This design comes from an exercise in tuning for small area on the open sky130 flow, not from production work. Only simulation tests tie the RTL to the original design; equivalence was not proved. No activity file was given, so power comes from the tool's default toggle rates.

==> flow/design.v <==
module rx_ring
	(
		input				clk,
		input				rst,
		input				tick,
		input				UART_RXD,
		input				RE,
		output	[7:0]	receive_data,
		output			rx_empty
	);
	reg  [127:0] ring;
	reg  [3:0]   cq;		 
	reg  [3:0]   hp;		 
	reg  [3:0]   bitn;		 
	reg  [3:0]   sub;		 
	reg          pend;		 
	wire [7:0] last = ring[127:120];
	wire       tap = (cq == 4'd0);
	wire       bnd = tick & (sub == 4'd12);
	wire       idle = (bitn == 4'd0);
	wire       det = tick & idle & !UART_RXD;
	wire       step = bnd & !idle;
	wire       shift = tap & pend;
	wire       complete = shift & (bitn == 4'd10);
	assign receive_data = ring[8*hp +: 8];
	assign rx_empty = (hp == cq);
	always @(posedge clk) begin
		ring <= {ring[119:0], shift ? {UART_RXD, last[7:1]} : last};
		sub <= det ? 4'd7 : bnd ? 4'd0 : sub + {3'd0, tick & !idle};
		pend <= (pend & !shift) | (step & (bitn >= 4'd2) & (bitn <= 4'd9));
		cq <= rst ? 4'd0 : cq + {3'd0, !complete};
		hp <= rst ? 4'd0 : hp + {3'd0, !RE};
		bitn <= (rst | (step & (bitn == 4'd10))) ? 4'd0 : bitn + {3'd0, det | step};
	end
endmodule
module tx_ring
	(
		input				clk,
		input				rst,
		input				WE,
		input		[7:0]	send_data,
		output	reg		UART_TXD,
		output			tick
	);
	localparam [127:0] INV = {8{16'hff00}};
	reg  [127:0] ring;
	reg  [3:0]   wq;		 
	reg  [3:0]   rq;		 
	reg          sweep;		 
	reg  [4:0]   pre;		 
	reg  [3:0]   bitn;		 
	reg  [3:0]   sub;		 
	wire [127:0] v = ring ^ INV;
	wire [7:0]   last = v[127:120];
	wire         tap = (rq == 4'd0);
	assign       tick = tap & (pre == 5'd24);
	wire         bnd = tick & (sub == 4'd12);
	wire         idle = (bitn == 4'd0);
	wire         go = tick & idle & (wq != rq);
	wire         step = bnd & !idle;
	wire         shift = step & (bitn <= 4'd8);
	wire         done = bnd & (bitn == 4'd10);
	wire         clr = rst | sweep;
	wire [7:0] head = clr ? 8'd0 : (shift ? {1'b0, last[7:1]} : last);
	wire [15:0] w;
	genvar g, b;
	generate for (g = 0; g < 16; g = g + 1) begin : dec
		assign w[g] = WE & (wq == g);
	end endgenerate
	wire [7:0] dn = ~send_data;
	wire [127:0] qn;
	assign qn[7:0] = head | (send_data & {8{w[0]}});
	generate for (g = 1; g < 16; g = g + 1) begin : row
		for (b = 0; b < 8; b = b + 1) begin : col
			if (g & 1)
				assign qn[8*g+b] = ~((w[g] & send_data[b]) | ring[8*(g-1)+b]);
			else
				tx_oai c (.a(~w[g]), .b(dn[b]), .c(ring[8*(g-1)+b]), .y(qn[8*g+b]));
		end
	end endgenerate
	always @(posedge clk) begin
		ring <= qn;
		pre <= tick ? 5'd0 : pre + {4'd0, tap};
		sub <= (go | bnd) ? 4'd0 : sub + {3'd0, tick & !idle};
		wq <= rst ? 4'd1 : wq + {3'd0, !WE};
		rq <= rst ? 4'd1 : rq + {3'd0, !done};
		sweep <= rst | (sweep & (rq != 4'd15));
		bitn <= (rst | done) ? 4'd0 : bitn + {3'd0, go | step};
		UART_TXD <= rst | (!go & ((step & (!shift | last[0])) | (!step & UART_TXD)));
	end
endmodule
module tx_oai (input a, input b, input c, output y);
	assign y = ~((a | b) & c);
endmodule
module controller
	#(
		parameter CLKS_PER_BIT = 5208,
		parameter FIFO_RX_SIZE = 16,
		parameter FIFO_TX_SIZE = 16
	)
	(
		input							clk,
		input							rst,
		output 						UART_TXD,
		input							UART_RXD,
		input							RE,
		input							WE,
		input			[7:0]			send_data,
		output		[7:0]			receive_data,
		output						rx_empty
	);
	wire tick;
	tx_ring tx (
		.clk(clk),
		.rst(rst),
		.WE(WE),
		.send_data(send_data),
		.UART_TXD(UART_TXD),
		.tick(tick)
	);
	rx_ring rx (
		.clk(clk),
		.rst(rst),
		.tick(tick),
		.UART_RXD(UART_RXD),
		.RE(RE),
		.receive_data(receive_data),
		.rx_empty(rx_empty)
	);
endmodule
==> flow/flow/run.sh <==
#!/bin/bash
# The standard layout (standard.sh), with these changes made through ORFS's
# own make variables:
# - the transmit ring's OAI cell module is mapped on its own (it is then
#   flattened like the rest), so each even stage bit gets one o21ai gate;
# - port buffers use the smallest buffer cell;
# - clock tree synthesis clusters up to 12 flip-flops per clkbuf_4 and adds
#   no dummy loads.
set -euo pipefail
bash standard.sh \
  "SYNTH_KEEP_MODULES=tx_oai" \
  "BUFFER_PORTS_ARGS=-buffer_cell sky130_fd_sc_hd__buf_1" \
  "CTS_ARGS=-sink_clustering_enable -repair_clock_nets -sink_clustering_size 12 -sink_clustering_max_diameter 40 -buf_list sky130_fd_sc_hd__clkbuf_4 -dont_use_dummy_load" \
  finish > flow.log 2>&1
==> flow/standard.sh <==
#!/bin/bash
# synth_recipe.tcl (not shown) runs the flow's synth.tcl, then flattens the netlist and writes it again
# the make line also repeats each setting of config.mk as NAME=value (left out here)
make -C /OpenROAD-flow-scripts/flow DESIGN_CONFIG=/design/flow/config.mk WORK_HOME=/design/flow/orfs CLKGATE_MAP_FILE= SYNTH_SCRIPT=/design/flow/synth_recipe.tcl "${@:-finish}"
==> flow/config.mk <==
export PLATFORM = sky130hd
export DESIGN_NAME = controller
export DESIGN_NICKNAME = controller
export VERILOG_FILES = /design/flow/design.v
export SDC_FILE = /design/flow/constraint.sdc
export NUM_CORES = 4
export LEC_CHECK = 0
export CAP_MARGIN = 20
export CORE_MARGIN = 2
export CORE_UTILIZATION = 60
export CTS_BUF_LIST = sky130_fd_sc_hd__clkbuf_8
export CTS_CLUSTER_DIAMETER = 60
export CTS_CLUSTER_SIZE = 20
export SLEW_MARGIN = 20
==> flow/constraint.sdc <==
create_clock -name core_clock -period 20.0 [get_ports {clk}]
set_input_delay 4.0000 -clock core_clock [delete_from_list [all_inputs] [get_ports {clk}]]
set_output_delay 4.0000 -clock core_clock [all_outputs]
set_load 0.01 [all_outputs]
==> flow_metrics.tcl, run 1 <==
set metrics [dict create \
    status "timing/DRC/antenna clean" \
    via_count 5272 \
    first_iter_violations 263 \
    number_of_enable_flip_flop_cells_after_synthesis 0 \
    drt.antenna.violating_nets 0 \
    numPortBuffers 22 \
    yosys-top-cells-area "dfxtp_1 65%, mux4_2 7.2%, a21oi_1 3.7%" \
    final_util_pct 63.7 \
    post_cts_hold_fix_bufs 0 \
    rows 45 \
    fin_tns_setup_ns 0 \
    fin_nets 768 \
    cp.required_ns 16.00 \
    timing.setup.critical_path_class "reg -> out" \
    power_frac_comb_pct 6.0 \
    delay_of_the_slowest_cell_on_the_worst_path_ns 0.65 \
    worstRegToRegCells 7 \
    fin_ws_ns 13.33 \
    largest_registers "rx.ring x128, tx.ring x128, tx.pre x5" \
    start_util_pct 60.6 \
    cts_post_setup_buffers_inserted 0 \
    place.detailed.instances 887 \
    worstHoldStart "rx.ring[25]" \
    yosys_most_used_dff "dfxtp_1" \
    synth_area_leader_cell "dfxtp_1" \
    worst_hold_path_type "reg -> reg" \
    synth_mux_area_share_pct 11.3 \
    clk_path_buf_depth 3 \
    post_synth_instance_area_mm2 0.00911 \
    min_period_ns 6.67 \
    yosysWarnings 2 \
    most-common-layout-cells "295 x dfxtp_1, 68 x a21oi_1, 56 x o21ai_1, 36 x clkbuf_4, 32 x nor2_1" \
    cp.arrival_ns 2.67 \
    die-area_mm2 0.0162 \
    gr-total-overflow 0 \
    power_frac_seq_pct 68.1 \
    via_density 5.70 \
    p_per_area_mw_per_mm2 102 \
    endpoint_kind "output port" \
    cts_repair_resize_count 0 \
    power_report.internal_total_uw 752 \
    worst_r2r_startpoint "tx.wq[2]" \
    synth_sequential_area_ratio_pct 65.0 \
    height_of_the_chip_um 127 \
    synthXorXnorAreaFrac_pct 2.69 \
    min_delay_worst_endpoint "rx.ring[33]" \
    timing_worst_slew_pin_value_ns 0.827 \
    slew-limit-headroom_pct 44.7 \
    mappedNetlistNets 730 \
    reg2reg_to "tx.bitn[2]" \
    timing.final.max_slew_violations 0 \
    maxClockFrequency_ghz 0.150 \
    core-area_mm2 0.0150 \
    power.static_leakage_uw 0.00373 \
    drt-pass1-iter-count 5 \
    die_x_um 127 \
    global_route.usage.total_pct 21.0 \
    worst_ir_drop_vdd_v 0.0000554 \
    synth_compound_area_share_pct 8.78 \
    min_period_over_period_pct 33.4 \
    synth_cell_type_count 46 \
    p_switching_uw 227 \
    cts_buffers 36 \
    commonest_non_fill_non_tap_cell_in_the_layout "dfxtp_1" \
    hold-path-cell-count 0 \
    cts_tree "built" \
    detail_route.wirelength_mm 16.1 \
    startpoint_type "register" \
    cp_slowest_cell "dfxtp_1" \
    detailedPlace.worstSlack_ns 13.60 \
    netlist_instances 699 \
    clk_latency_ns 0.61 \
    post_synth_and_or_nand_nor_area_fraction_pct 7.15 \
    clock-skew-final_ns 0.0847 \
    power.share.clock_pct 25.9 \
    setup_viol 0 \
    drt_drc_violations_left 0 \
    sw_frac_of_total_pct 23.2 \
    clock_slew_seen_by_the_registers_of_the_worst_setup_and_hold_paths_ns 0.11 \
    antenna_found_initial 1 \
    synth_top_family_by_area "multiplexers" \
    global_route_wire_length_before_repair_mm 27.0 \
    post-synth-top-area-fraction_pct 65.0 \
    grt_start_max_net_pins 35 \
    worstPathCellList "buf_4 > mux4_2 > mux4_2 > buf_1" \
    cts_htree_levels 2 \
    detail_route.wl_per_cell_um 17.4 \
    postSynthRegisterBits 296 \
    ff2ff_setup_slack_ns 17.57 \
    grt_setup_unrepaired "false" \
    syn_to_final_growth_pct 5.05 \
    clockRootBuffer "clkbuf_4" \
    final-hold-violation-count 0 \
    post_synth_fa_ha_maj_area_fraction_pct 2.47 \
    final_cell_count_no_fill 925 \
    syn_area_per_cell_um2 13.0 \
    place_congestion 0.789 \
    async_reset_ff_share_pct 0 \
    cts.sink_count 296 \
    layout_cells_sized_above_1_pct 11.8 \
    critPathMostFrequentCell "mux4_2" \
    num_io_pins 23 \
    cp_max_fo 24 \
    crit_start "rx.hp[1]" \
    detailedPlacementHpwl_mm 10.4 \
    first_global_vias 5366 \
    cap_viol_max_count 0 \
]
[Yosys stat by module, one instance, submodules excluded]
module,flops+latches,area [um^2],cells inside
tx_oai,0,5.00,1
controller,296,8830,643
[metal layers]
metal | global-route usage [%] | wire, um | up-vias
met5 | 0 | 0 | -
met4 | 7.95 | 296 | 0
met3 | 3.98 | 619 | 27
met2 | 34.0 | 7680 | 106
met1 | 28.5 | 7470 | 2563
li1 | - | - | 2576
[power by group through the flow]
stage / Clock, uW / Combinational, uW / Sequential, uW
3_3_place_gp: 0 / 56.1 / 679
4_1_cts: 265 / 59.4 / 667
2_1_floorplan: 0 / 53.6 / 667
3_5_place_dp: 0 / 58.9 / 679
6_report: 254 / 58.3 / 667
5_1_grt: 287 / 67.1 / 673
[worst max path at each step]
stage	end	slack [ns]	cells past startpoint
finish	receive_data[3]	13.33	4
global route	receive_data[0]	13.17	3
CTS	receive_data[3]	12.89	3
detailed placement	receive_data[0]	13.60	3
global placement	receive_data[0]	13.71	3
floorplan	receive_data[1]	14.37	4
[layout make-up]
class | instances | area, um^2
diodes | 2 | 5.00
clock buffers | 36 | 270
fillers | 1173 | 5460
inverters | 14 | 52.6
multi-input cells | 362 | 2960
flip-flops and latches | 296 | 5930
well taps | 188 | 235
repair buffers | 27 | 120
[cells in the mapped netlist, types with 2 or more instances]
cell type and count:
nand4_1 2, xor2_1 19, nand3_1 23, nand3b_1 2
and2_1 5, or2_2 2, dfxtp_1 296, nor2b_1 9
o21ai_0 9, buf_2 7, mux4_2 29, ha_1 18
o21ai_1 56, nor3_1 5, mux4_1 11, nand2_1 18
clkbuf_1 12, a21oi_1 68, nor4_1 6, a32o_1 7
xnor2_1 9, nor4bb_1 3, and3_1 3, buf_6 5
inv_1 14, mux2_2 8, nor2_1 32, nand2b_1 2
a21o_1 2
[per-stage QoR]
stage	power, uW	cell area (um^2)	hold WS [ns]
3_5_place_dp	738	9290	0.329
6_report	979	9570	0.312
5_1_grt	1030	9570	0.320
4_1_cts	992	9560	0.321
2_1_floorplan	721	9110	0.323
3_3_place_gp	735	9290	0.325
[worst max-delay path, delay by kind of cell (launching register included)]
kind     cells  cell delay, ns
buf+inv      2            0.55
flops        1            0.65
mux          2            0.85
[kinds of logic (layout without fill, tap and decap cells)]
group,Yosys count,after routing
compound gates,148,148
xor+xnor,28,28
fa+ha+maj,18,18
buf+inv,41,77
flops,296,296
mux,48,48
other cells,0,2
simple gates,120,120
==> run 2, diff against run 1 <==
--- a/flow/design.v
+++ b/flow/design.v
@@ -14,5 +14,4 @@
 	reg  [3:0]   bitn;		 
 	reg  [3:0]   sub;		 
-	reg          pend;		 
 	wire [7:0] last = ring[127:120];
 	wire       tap = (cq == 4'd0);
@@ -21,15 +20,19 @@
 	wire       det = tick & idle & !UART_RXD;
 	wire       step = bnd & !idle;
-	wire       shift = tap & pend;
-	wire       complete = shift & (bitn == 4'd10);
+	wire       wr = tap & bitn[3] & (sub == 4'd0);
+	wire       complete = step & (bitn == 4'd15);
 	assign receive_data = ring[8*hp +: 8];
 	assign rx_empty = (hp == cq);
+	reg [7:0] head;
+	integer b;
+	always @(*)
+		for (b = 0; b < 8; b = b + 1)
+			head[b] = (wr & (bitn[2:0] == b)) ? UART_RXD : last[b];
 	always @(posedge clk) begin
-		ring <= {ring[119:0], shift ? {UART_RXD, last[7:1]} : last};
+		ring <= {ring[119:0], head};
 		sub <= det ? 4'd7 : bnd ? 4'd0 : sub + {3'd0, tick & !idle};
-		pend <= (pend & !shift) | (step & (bitn >= 4'd2) & (bitn <= 4'd9));
 		cq <= rst ? 4'd0 : cq + {3'd0, !complete};
 		hp <= rst ? 4'd0 : hp + {3'd0, !RE};
-		bitn <= (rst | (step & (bitn == 4'd10))) ? 4'd0 : bitn + {3'd0, det | step};
+		bitn <= rst ? 4'd0 : det ? 4'd6 : bitn + {3'd0, step};
 	end
 endmodule
==> flow/flow/run.sh (replaced) <==
#!/bin/bash
set -euo pipefail
bash standard.sh \
  "SYNTH_KEEP_MODULES=tx_oai" \
  "BUFFER_PORTS_ARGS=-buffer_cell sky130_fd_sc_hd__buf_1" \
  "CTS_ARGS=-sink_clustering_enable -repair_clock_nets -sink_clustering_size 12 -sink_clustering_max_diameter 40 -buf_list sky130_fd_sc_hd__clkbuf_4 -dont_use_dummy_load" \
  finish > flow.log 2>&1
==> flow/config.mk (replaced) <==
export PLATFORM = sky130hd
export DESIGN_NAME = controller
export DESIGN_NICKNAME = controller
export VERILOG_FILES = /design/flow/design.v
export SDC_FILE = /design/flow/constraint.sdc
export NUM_CORES = 4
export LEC_CHECK = 0
export CAP_MARGIN = 0
export CORE_MARGIN = 2
export CORE_UTILIZATION = 70
export SLEW_MARGIN = 0
==> flow_metrics.tcl, run 2 <==
set metrics [dict create \
    status "timing/DRC/antenna clean" \
    die-area_mm2 0.0139 \
    synth_mux_area_share_pct 10.9 \
    startpoint_type "register" \
    numPortBuffers 22 \
    cap_viol_max_count 0 \
    cts_repair_resize_count 0 \
    grt_start_max_net_pins 35 \
    gr-total-overflow 0 \
    postSynthRegisterBits 295 \
    mappedNetlistNets 737 \
    fin_nets 765 \
    clock_slew_seen_by_the_registers_of_the_worst_setup_and_hold_paths_ns 0.12 \
    first_global_vias 5584 \
    num_io_pins 23 \
    number_of_enable_flip_flop_cells_after_synthesis 0 \
    post-synth-top-area-fraction_pct 65.1 \
    min_delay_worst_endpoint "rx.ring[47]" \
    min_period_over_period_pct 35.1 \
    cts_post_setup_buffers_inserted 0 \
    worst_ir_drop_vdd_v 0.0000702 \
    global_route_wire_length_before_repair_mm 27.5 \
    netlist_instances 706 \
    power_frac_comb_pct 6.2 \
    min_period_ns 7.03 \
    global_route.usage.total_pct 24.6 \
    p_switching_uw 224 \
    async_reset_ff_share_pct 0 \
    synth.most_common_cell "dfxtp_1" \
    final_util_pct 75.3 \
    reg2reg_to "rx.cq[2]" \
    largest_registers "rx.ring x128, tx.ring x128, tx.pre x5" \
    yosysWarnings 2 \
    final-hold-violation-count 0 \
    worst_hold_path_type "reg -> reg" \
    power.share.clock_pct 24.7 \
    via_density 5.88 \
    antenna_found_initial 0 \
    sw_frac_of_total_pct 23.3 \
    cp.required_ns 16.00 \
    drt_drc_violations_left 0 \
    syn_to_final_growth_pct 4.70 \
    post_synth_instance_area_mm2 0.00907 \
    height_of_the_chip_um 118 \
    die_x_um 118 \
    synth_cell_type_count 50 \
    start_util_pct 71.9 \
    synth_area_leader_cell "dfxtp_1" \
    place_congestion 0.833 \
    grt_setup_unrepaired "false" \
    detail_route.wl_per_cell_um 18.1 \
    via_count 5320 \
    hold-path-cell-count 0 \
    cts_htree_levels 1 \
    endpoint_kind "output port" \
    cp_max_fo 34 \
    detail_route.wirelength_mm 16.4 \
    cts.sink_count 295 \
    yosys-top-cells-area "dfxtp_1 65%, mux4_2 9.9%, a21oi_1 3.8%" \
    fin_tns_setup_ns 0 \
    cts_buffers 31 \
    detailedPlacementHpwl_mm 10.5 \
    drt.antenna.violating_nets 0 \
    drt-pass1-iter-count 6 \
    clk_latency_ns 0.69 \
    syn_area_per_cell_um2 12.8 \
    clk_path_buf_depth 3 \
    power.static_leakage_uw 0.00364 \
    post_synth_fa_ha_maj_area_fraction_pct 2.48 \
    worst_r2r_startpoint "tx.rq[1]" \
    timing.setup.critical_path_class "reg -> out" \
    clock-skew-final_ns 0.0665 \
    p_per_area_mw_per_mm2 101 \
    rows 41 \
    timing.final.max_slew_violations 0 \
    hold-worst-slack_ns 0.332 \
    cts_tree "built" \
    setup_viol 0 \
    maxClockFrequency_ghz 0.142 \
    timing_worst_slew_pin_value_ns 1.13 \
    postLayoutCellArea_mm2 0.00950 \
    synth.cells.most_frequent "295 x dfxtp_1, 69 x a21oi_1, 56 x o21ai_1, 40 x mux4_2, 34 x nor2_1" \
    cp.arrival_ns 3.03 \
    synth_sequential_area_ratio_pct 65.1 \
    commonest_non_fill_non_tap_cell_in_the_layout "dfxtp_1" \
    slew-limit-headroom_pct 24.9 \
    clockRootBuffer "clkbuf_4" \
    layout_cells_sized_above_1_pct 12.6 \
    num_antenna_cells 0 \
    worstHoldStart "rx.ring[39]" \
    post_cts_hold_fix_bufs 0 \
    worstRegToRegCells 8 \
    placed_cell_area_mm2 0.00927 \
    power_report.internal_total_uw 739 \
    core-area_mm2 0.0126 \
    synth_compound_area_share_pct 9.41 \
    post_synth_and_or_nand_nor_area_fraction_pct 7.70 \
    synthXorXnorAreaFrac_pct 2.61 \
    synth_top_family_by_area "multiplexers" \
    ff2ff_setup_slack_ns 17.34 \
    yosys_most_used_dff "dfxtp_1" \
    power_frac_seq_pct 69.1 \
    first_iter_violations 294 \
    most-common-layout-cells "294 x dfxtp_1, 69 x a21oi_1, 56 x o21ai_1, 40 x mux4_2, 34 x nor2_1" \
]
==> run 2: power groups by stage <==
| stage | Combinational, uW | Clock, uW | Sequential (uW) |
|---|---|---|---|
| 3_3_place_gp | 56.7 | 0 | 677 |
| 2_1_floorplan | 52.8 | 0 | 666 |
| 4_1_cts | 60.7 | 243 | 665 |
| 6_report | 59.9 | 238 | 666 |
| 5_1_grt | 68.8 | 265 | 671 |
| 3_5_place_dp | 60.2 | 0 | 678 |
==> run 2: cell families after synthesis <==
logic type,after synthesis
buf+inv,40
simple gates,120
compound gates,158
xor+xnor,27
mux,48
flops,295
fa+ha+maj,18
==> run 2: how the worst max path moves through the flow <==
stage	depth (start not counted)	startpoint	to	slack, ns
floorplan	4	rx.hp[0]	receive_data[0]	14.08
global placement	3	rx.hp[0]	receive_data[1]	13.65
detailed placement	3	rx.hp[0]	receive_data[1]	13.60
CTS	3	rx.hp[0]	receive_data[1]	12.86
global route	3	rx.hp[0]	receive_data[1]	12.71
finish	3	rx.hp[0]	receive_data[1]	12.97
==> run 2: layout make-up <==
| cell class | instances | area (um^2) |
|---|---|---|
| multi-input cells | 371 | 3000 |
| fillers | 866 | 3120 |
| clock buffers | 31 | 233 |
| flip-flops and latches | 295 | 5910 |
| repair buffers | 24 | 97.6 |
| inverters | 11 | 41.3 |
| well taps | 172 | 215 |
==> run 2: routing by layer <==
metal	share of wire, %	up-vias	global-route usage [%]
met5	0	-	0
met4	2.6	0	8.13
met3	4.1	39	4.75
met2	47	114	40.1
met1	46	2596	33.4
li1	-	2571	-
==> run 2: per-module statistics from Yosys, one instance, submodules excluded <==
| module | cells | flops+latches | times used |
|---|---|---|---|
| tx_oai | 1 | 0 | 56 |
| controller | 650 | 295 | 1 |
==> run 2: per-stage QoR <==
step	power, uW	worst slack (ns)	std cells
floorplan	718	14.08	706
detailed placement	738	13.60	873
finish	963	12.97	904
global placement	734	13.65	873
CTS	969	12.86	904
global route	1010	12.71	904
==> run 2: worst max-delay path, cell delays in order (launching register included) <==
cell and delay (ns):
dfxtp_2 1.10, mux4_2 0.62, mux4_2 0.50, buf_1 0.14
==> run 3, diff against run 2 <==
==> flow/flow/run.sh (replaced) <==
#!/bin/bash
set -euo pipefail
bash standard.sh \
  "SYNTH_KEEP_MODULES=tx_oai" \
  "BUFFER_PORTS_ARGS=-buffer_cell sky130_fd_sc_hd__buf_1" \
  "CTS_ARGS=-sink_clustering_enable -repair_clock_nets -sink_clustering_size 12 -sink_clustering_max_diameter 80 -buf_list sky130_fd_sc_hd__clkbuf_4 -dont_use_dummy_load" \
  finish > flow.log 2>&1
--- a/flow/config.mk
+++ b/flow/config.mk
@@ -8,4 +8,4 @@
 export CAP_MARGIN = 0
 export CORE_MARGIN = 2
-export CORE_UTILIZATION = 70
+export CORE_UTILIZATION = 60
 export SLEW_MARGIN = 0
==> flow_metrics.tcl, run 3 <==
set metrics [dict create \
    status "timing/DRC/antenna clean" \
    fin_nets 762 \
    power.static_leakage_uw 0.00363 \
    commonest_non_fill_non_tap_cell_in_the_layout "dfxtp_1" \
    post-synth-top-area-fraction_pct 65.1 \
    clk_latency_ns 0.66 \
    die_x_um 127 \
    height_of_the_chip_um 127 \
    antenna_found_initial 1 \
    p_per_area_mw_per_mm2 101 \
    grt_start_max_net_pins 35 \
    hold-path-cell-count 0 \
    fin_tns_setup_ns 0 \
    cts.sink_count 295 \
    number_of_enable_flip_flop_cells_after_synthesis 0 \
    synth_area_leader_cell "dfxtp_1" \
    clock-skew-final_ns 0.0378 \
    min_period_over_period_pct 35.1 \
    cp_slowest_cell "dfxtp_2" \
    layout_cells_sized_above_1_pct 12.2 \
    clock_slew_seen_by_the_registers_of_the_worst_setup_and_hold_paths_ns 0.12 \
    cts_tree "built" \
    groute.layer.met2.usage_pct 34.2 \
    via_count 5259 \
    critPathMostFrequentCell "mux4_2" \
    total_power_uw 954 \
    final-hold-violation-count 0 \
    numPortBuffers 22 \
    first_iter_violations 254 \
    worst_hold_path_type "reg -> reg" \
    post_cts_hold_fix_bufs 0 \
    drt-pass1-iter-count 4 \
    first_global_vias 5485 \
    netlist_instances 706 \
    cap_viol_max_count 0 \
    mappedNetlistNets 737 \
    postSynthRegisterBits 295 \
    syn_to_final_growth_pct 4.65 \
    global_route.usage.total_pct 21.6 \
    timing_worst_slew_pin_value_ns 1.14 \
    min_period_ns 7.03 \
    async_reset_ff_share_pct 0 \
    cts_htree_levels 1 \
    die-area_mm2 0.0161 \
    maxClockFrequency_ghz 0.142 \
    yosysWarnings 2 \
    drt_drc_violations_left 0 \
    drt.antenna.violating_nets 0 \
    clk_path_buf_depth 3 \
    cp.arrival_ns 3.03 \
    synth_cell_type_count 50 \
    detailedPlacementHpwl_mm 10.4 \
    cp_max_fo 34 \
    num_io_pins 23 \
    most-common-layout-cells "294 x dfxtp_1, 69 x a21oi_1, 56 x o21ai_1, 40 x mux4_2, 34 x nor2_1" \
    worst_ir_drop_vdd_v 0.0000670 \
    synth.cells.most_frequent "295 x dfxtp_1, 69 x a21oi_1, 56 x o21ai_1, 40 x mux4_2, 34 x nor2_1" \
    yosys-top-cells-area "dfxtp_1 65%, mux4_2 9.9%, a21oi_1 3.8%" \
    start_util_pct 61.9 \
    cts_buffers 28 \
    worstRegToRegCells 8 \
    yosys_most_used_dff "dfxtp_1" \
    detail_route.wl_per_cell_um 18.0 \
    place_congestion 0.837 \
    global_route_wire_length_before_repair_mm 28.0 \
    met1_usage_pct 29.9 \
    cp.required_ns 16.00 \
    clockRootBuffer "clkbuf_4" \
    delay_of_the_slowest_cell_on_the_worst_path_ns 1.11 \
    largest_registers "rx.ring x128, tx.ring x128, tx.pre x5" \
    endpoint_kind "output port" \
    setup_viol 0 \
    timing.setup.critical_path_class "reg -> out" \
    cts_repair_resize_count 0 \
    syn_area_per_cell_um2 12.8 \
    via_density 5.75 \
    timing.final.max_slew_violations 0 \
    grtUsageMet3_pct 5.15 \
    grt_most_used_layer "met2" \
    startpoint_type "register" \
    synth.most_common_cell "dfxtp_1" \
    detail_route.wirelength_mm 16.5 \
    rows 44 \
    gr-total-overflow 0 \
    post_synth_instance_area_mm2 0.00907 \
    core-area_mm2 0.0146 \
    cts_post_setup_buffers_inserted 0 \
    slew-limit-headroom_pct 24.2 \
    grt_setup_unrepaired "false" \
    synth_sequential_area_ratio_pct 65.1 \
    worstPathCellList "mux4_2 > mux4_2 > buf_1" \
]
==> run 3: modules after synthesis, one instance, submodules excluded <==
module / times used / cells inside / cell area, um^2 / flops+latches
controller: 1 / 650 / 8790 / 295
tx_oai: 56 / 1 / 5.00 / 0
==> run 3: power by group <==
group	internal, uW	switching, uW	total, uW
combinational	30.3	29.8	60.1
sequential	637	28.2	666
clock	64.5	164	228
==> run 3: through the flow <==
stage	hold WS, ns	area (um^2)	cells	worst slack [ns]	util (%)
floorplan	0.326	9070	706	14.08	-
global placement	0.333	9280	885	13.66	63.4
detailed placement	0.333	9280	885	13.56	63.4
CTS	0.348	9490	913	12.81	64.8
global route	0.358	9490	914	12.68	64.8
finish	0.352	9490	914	12.97	64.8
==> run 3: kinds of logic (layout without fill, tap and decap cells) <==
| logic type | Yosys count | after routing | synth area share (%) |
|---|---|---|---|
| XOR/XNOR | 27 | 27 | 2.61 |
| AND/OR/NAND/NOR | 120 | 120 | 7.70 |
| adder cells (fa/ha/maj) | 18 | 18 | 2.48 |
| flip-flops | 295 | 295 | 65.1 |
| buffers and inverters | 40 | 63 | 1.78 |
| AO/OA/AOI/OAI | 158 | 158 | 9.41 |
| multiplexers | 48 | 48 | 10.9 |
| other | 0 | 1 | 0 |
==> run 3: final timing paths <==
path,from,to,slack (ns)
worst max-delay path,rx.hp[0],receive_data[1],12.97
worst min-delay path,rx.ring[64],rx.ring[72],0.35
worst max register to register,tx.rq[0],rx.bitn[1],17.40
worst min register to register,rx.ring[64],rx.ring[72],0.35
==> run 3: layout make-up <==
type,count,area (um^2)
diodes,1,2.50
well taps,184,230
fillers,1132,5150
multi-input cells,371,3000
repair buffers,24,97.6
inverters,11,41.3
clock buffers,28,210
flip-flops and latches,295,5910
==> run 3: routing by layer <==
metal | vias to the layer above | wire [um]
li1 | 2560 | -
met1 | 2553 | 7550
met2 | 108 | 7600
met3 | 38 | 856
met4 | 0 | 463
met5 | - | 0
==> run 3: worst max-delay path, delay by kind of cell, from the launching register on <==
kind	cells	cell delay [ns]
flops	1	1.11
buf+inv	1	0.15
mux	2	1.12
==> run 4, diff against run 3 <==
==> flow/flow/run.sh (replaced) <==
#!/bin/bash
# The standard layout (standard.sh), with these changes made through ORFS's
# own make variables:
# - the transmit ring's OAI cell module (tx_oai) is mapped on its own and then
#   flattened like the rest, so each even stage bit gets one o21ai gate;
# - port buffers use the smallest buffer cell;
# - clock tree synthesis clusters up to 12 flip-flops per clkbuf_4 and adds
#   no dummy loads.
# make's full output goes to flow.log; ORFS keeps each step's log under orfs/logs.
set -euo pipefail
bash standard.sh \
  "SYNTH_KEEP_MODULES=tx_oai" \
  "BUFFER_PORTS_ARGS=-buffer_cell sky130_fd_sc_hd__buf_1" \
  "CTS_ARGS=-sink_clustering_enable -repair_clock_nets -sink_clustering_size 12 -sink_clustering_max_diameter 40 -buf_list sky130_fd_sc_hd__clkbuf_4 -dont_use_dummy_load" \
  finish > flow.log 2>&1
--- a/flow/config.mk
+++ b/flow/config.mk
@@ -8,4 +8,4 @@
 export CAP_MARGIN = 0
 export CORE_MARGIN = 2
-export CORE_UTILIZATION = 60
+export CORE_UTILIZATION = 70
 export SLEW_MARGIN = 0
==> flow_metrics.tcl, run 4 <==
set metrics [dict create \
    status "timing/DRC/antenna clean" \
    drt.antenna.violating_nets 0 \
    reg2reg_to "rx.cq[2]" \
    slew-limit-headroom_pct 24.9 \
    cp.arrival_ns 3.03 \
    grt_setup_unrepaired "false" \
    via_count 5320 \
    num_antenna_cells 0 \
    detail_route.wirelength_mm 16.4 \
    syn_to_final_growth_pct 4.70 \
    startpoint_type "register" \
    clk_latency_ns 0.69 \
    critical_path.endpoint "receive_data[1]" \
    clockRootBuffer "clkbuf_4" \
    drt-pass1-iter-count 6 \
    gr-total-overflow 0 \
    yosysWarnings 2 \
    start_util_pct 71.9 \
    timing_worst_slew_pin_value_ns 1.13 \
    most-common-layout-cells "294 x dfxtp_1, 69 x a21oi_1, 56 x o21ai_1, 40 x mux4_2, 34 x nor2_1" \
    number_of_enable_flip_flop_cells_after_synthesis 0 \
    post_cts_hold_fix_bufs 0 \
    die-area_mm2 0.0139 \
    min_period_ns 7.03 \
    setup_viol 0 \
    power_frac_seq_pct 69.1 \
    cp_slowest_cell "dfxtp_2" \
    critPathMostFrequentCell "mux4_2" \
    p_per_area_mw_per_mm2 101 \
    detail_route.wl_per_cell_um 18.1 \
    power.static_leakage_uw 0.00364 \
    worstRegToRegCells 8 \
    worst_ir_drop_vdd_v 0.0000702 \
    grt_start_max_net_pins 35 \
    final-hold-violation-count 0 \
    clock-skew-final_ns 0.0665 \
    ff2ff_setup_slack_ns 17.34 \
    global_route_wire_length_before_repair_mm 27.5 \
    delay_of_the_slowest_cell_on_the_worst_path_ns 1.10 \
    timing.setup.critical_path_class "reg -> out" \
    numPortBuffers 22 \
    endpoint_kind "output port" \
    global_route.usage.total_pct 24.6 \
    commonest_non_fill_non_tap_cell_in_the_layout "dfxtp_1" \
    maxClockFrequency_ghz 0.142 \
    cts_htree_levels 1 \
    cts.sink_count 295 \
    crit_start "rx.hp[0]" \
    postSynthRegisterBits 295 \
    cts_buffers 31 \
    power_report.internal_total_uw 739 \
    sw_frac_of_total_pct 23.3 \
    final_cell_count_no_fill 904 \
    post-synth-top-area-fraction_pct 65.1 \
    via_density 5.88 \
    yosys_most_used_dff "dfxtp_1" \
    cts_post_setup_buffers_inserted 0 \
    synth_area_leader_cell "dfxtp_1" \
    clock_slew_seen_by_the_registers_of_the_worst_setup_and_hold_paths_ns 0.12 \
    height_of_the_chip_um 118 \
    detailedPlacementHpwl_mm 10.5 \
    netlist_instances 706 \
    cp.buffers_inverters 1 \
    worst_hold_path_type "reg -> reg" \
    timing.final.max_slew_violations 0 \
    rows 41 \
    drt_drc_violations_left 0 \
    core-area_mm2 0.0126 \
    power_frac_comb_pct 6.2 \
    min_period_over_period_pct 35.1 \
    die_x_um 118 \
    worst_path_dominant_cell_family "multiplexers" \
    worst_r2r_startpoint "tx.rq[1]" \
    synth_sequential_area_ratio_pct 65.1 \
    place_congestion 0.833 \
    synth_cell_type_count 50 \
    first_iter_violations 294 \
    num_io_pins 23 \
    layout_cells_sized_above_1_pct 12.6 \
    syn_area_per_cell_um2 12.8 \
    cp.required_ns 16.00 \
    post_synth_instance_area_mm2 0.00907 \
    worstPathCellList "mux4_2 > mux4_2 > buf_1" \
    power.share.clock_pct 24.7 \
    yosys-top-cells-area "dfxtp_1 65%, mux4_2 9.9%, a21oi_1 3.8%" \
    cts_repair_resize_count 0 \
    cp_max_fo 34 \
    mappedNetlistNets 737 \
    fin_nets 765 \
    antenna_found_initial 0 \
    p_switching_uw 224 \
    place.detailed.instances 873 \
    async_reset_ff_share_pct 0 \
    cap_viol_max_count 0 \
    first_global_vias 5584 \
    synth.most_common_cell "dfxtp_1" \
    synth.cells.most_frequent "295 x dfxtp_1, 69 x a21oi_1, 56 x o21ai_1, 40 x mux4_2, 34 x nor2_1" \
    clk_path_buf_depth 3 \
    fin_tns_setup_ns 0 \
    largest_registers "rx.ring x128, tx.ring x128, tx.pre x5" \
    cts_tree "built" \
    worst-path-stages 3 \
]
-- run 4: cell counts after synthesis --
No cell type changed its count.
-- run 4: modules after synthesis, one instance, submodules excluded --
module,area [um^2],flops+latches,cells
tx_oai,5.00,0,1
controller,8790,295,650
-- run 4: logic make-up after synthesis --
kind of cell               count (synthesis)  synth area share, %
adders and majority gates                 18                 2.48
DFF                                      295                 65.1
AOI/OAI and AO/OA                        158                 9.41
muxes                                     48                 10.9
and+or+nand+nor                          120                 7.70
xor gates and xnor gates                  27                 2.61
buffers and inverters                     40                 1.78
-- run 4: stage by stage --
stage	power, uW	cell area, um^2	util (%)	worst slack [ns]	hold slack (ns)
2_1_floorplan	718	9070	-	14.08	0.326
3_3_place_gp	734	9270	73.4	13.65	0.333
3_5_place_dp	738	9270	73.4	13.60	0.331
4_1_cts	969	9500	75.3	12.86	0.335
5_1_grt	1010	9500	75.3	12.71	0.336
6_report	963	9500	75.3	12.97	0.332
-- run 4: cell type report --
class / count / area [um^2]
Clock buffer: 31 / 233
Fill cell: 866 / 3120
Inverter: 11 / 41.3
Multi-Input combinational cell: 371 / 3000
Sequential cell: 295 / 5910
Tap cell: 172 / 215
Timing Repair Buffer: 24 / 97.6
-- run 4: worst min-delay path by stage --
stage | end | slack [ns] | from | depth (start not counted)
detailed placement | rx.ring[31] | 0.33 | rx.ring[23] | 0
finish | rx.ring[47] | 0.33 | rx.ring[39] | 0
global route | rx.ring[91] | 0.34 | rx.ring[83] | 0
floorplan | rx.ring[120] | 0.33 | rx.ring[112] | 0
CTS | rx.ring[91] | 0.34 | rx.ring[83] | 0
global placement | rx.ring[23] | 0.33 | rx.ring[15] | 0
-- run 4: per-layer routing --
layer	track usage, %	up-vias	share of wire [%]
met5	0	-	0
met4	8.13	0	2.6
met3	4.75	39	4.1
met2	40.1	114	47
met1	33.4	2596	46
li1	-	2571	-
-- run 4: power groups by stage --
stage / Combinational (uW) / Sequential [uW] / Clock [uW]
global route: 68.8 / 671 / 265
detailed placement: 60.2 / 678 / 0
global placement: 56.7 / 677 / 0
finish: 59.9 / 666 / 238
CTS: 60.7 / 665 / 243
floorplan: 52.8 / 666 / 0

==> re-timing with driven ports <==
The flow's constraints put no driver on any port. The routed layouts listed below were extracted and timed again, unchanged, in two steps. Step 1: set_driving_cell puts a clkbuf_16 on clk and a buf_2 on each other input, an assumption about the parent block. Step 2 moves the port delays by t, midway between the first and last clock arrival at a register: inputs arrive t later, outputs are due t later. That takes back most of the time a late clock gives input paths. Slacks: no drivers / after step 1 / after step 2; pairs: no drivers / after step 1.
run	shift t [ns]	setup WS [ns]	worst setup path at the end	worst register clock-pin slew, ns
run 1	0.614	13.327 / 13.291 / 13.905	register to output	0.12 / 0.12
run 2	0.691	12.970 / 12.935 / 13.625	register to output	0.12 / 0.12
run 3	0.685	12.970 / 12.930 / 13.615	register to output	0.13 / 0.13
run 4	0.691	12.970 / 12.935 / 13.625	register to output	0.12 / 0.12
After both steps setup and hold are still met in every run listed.
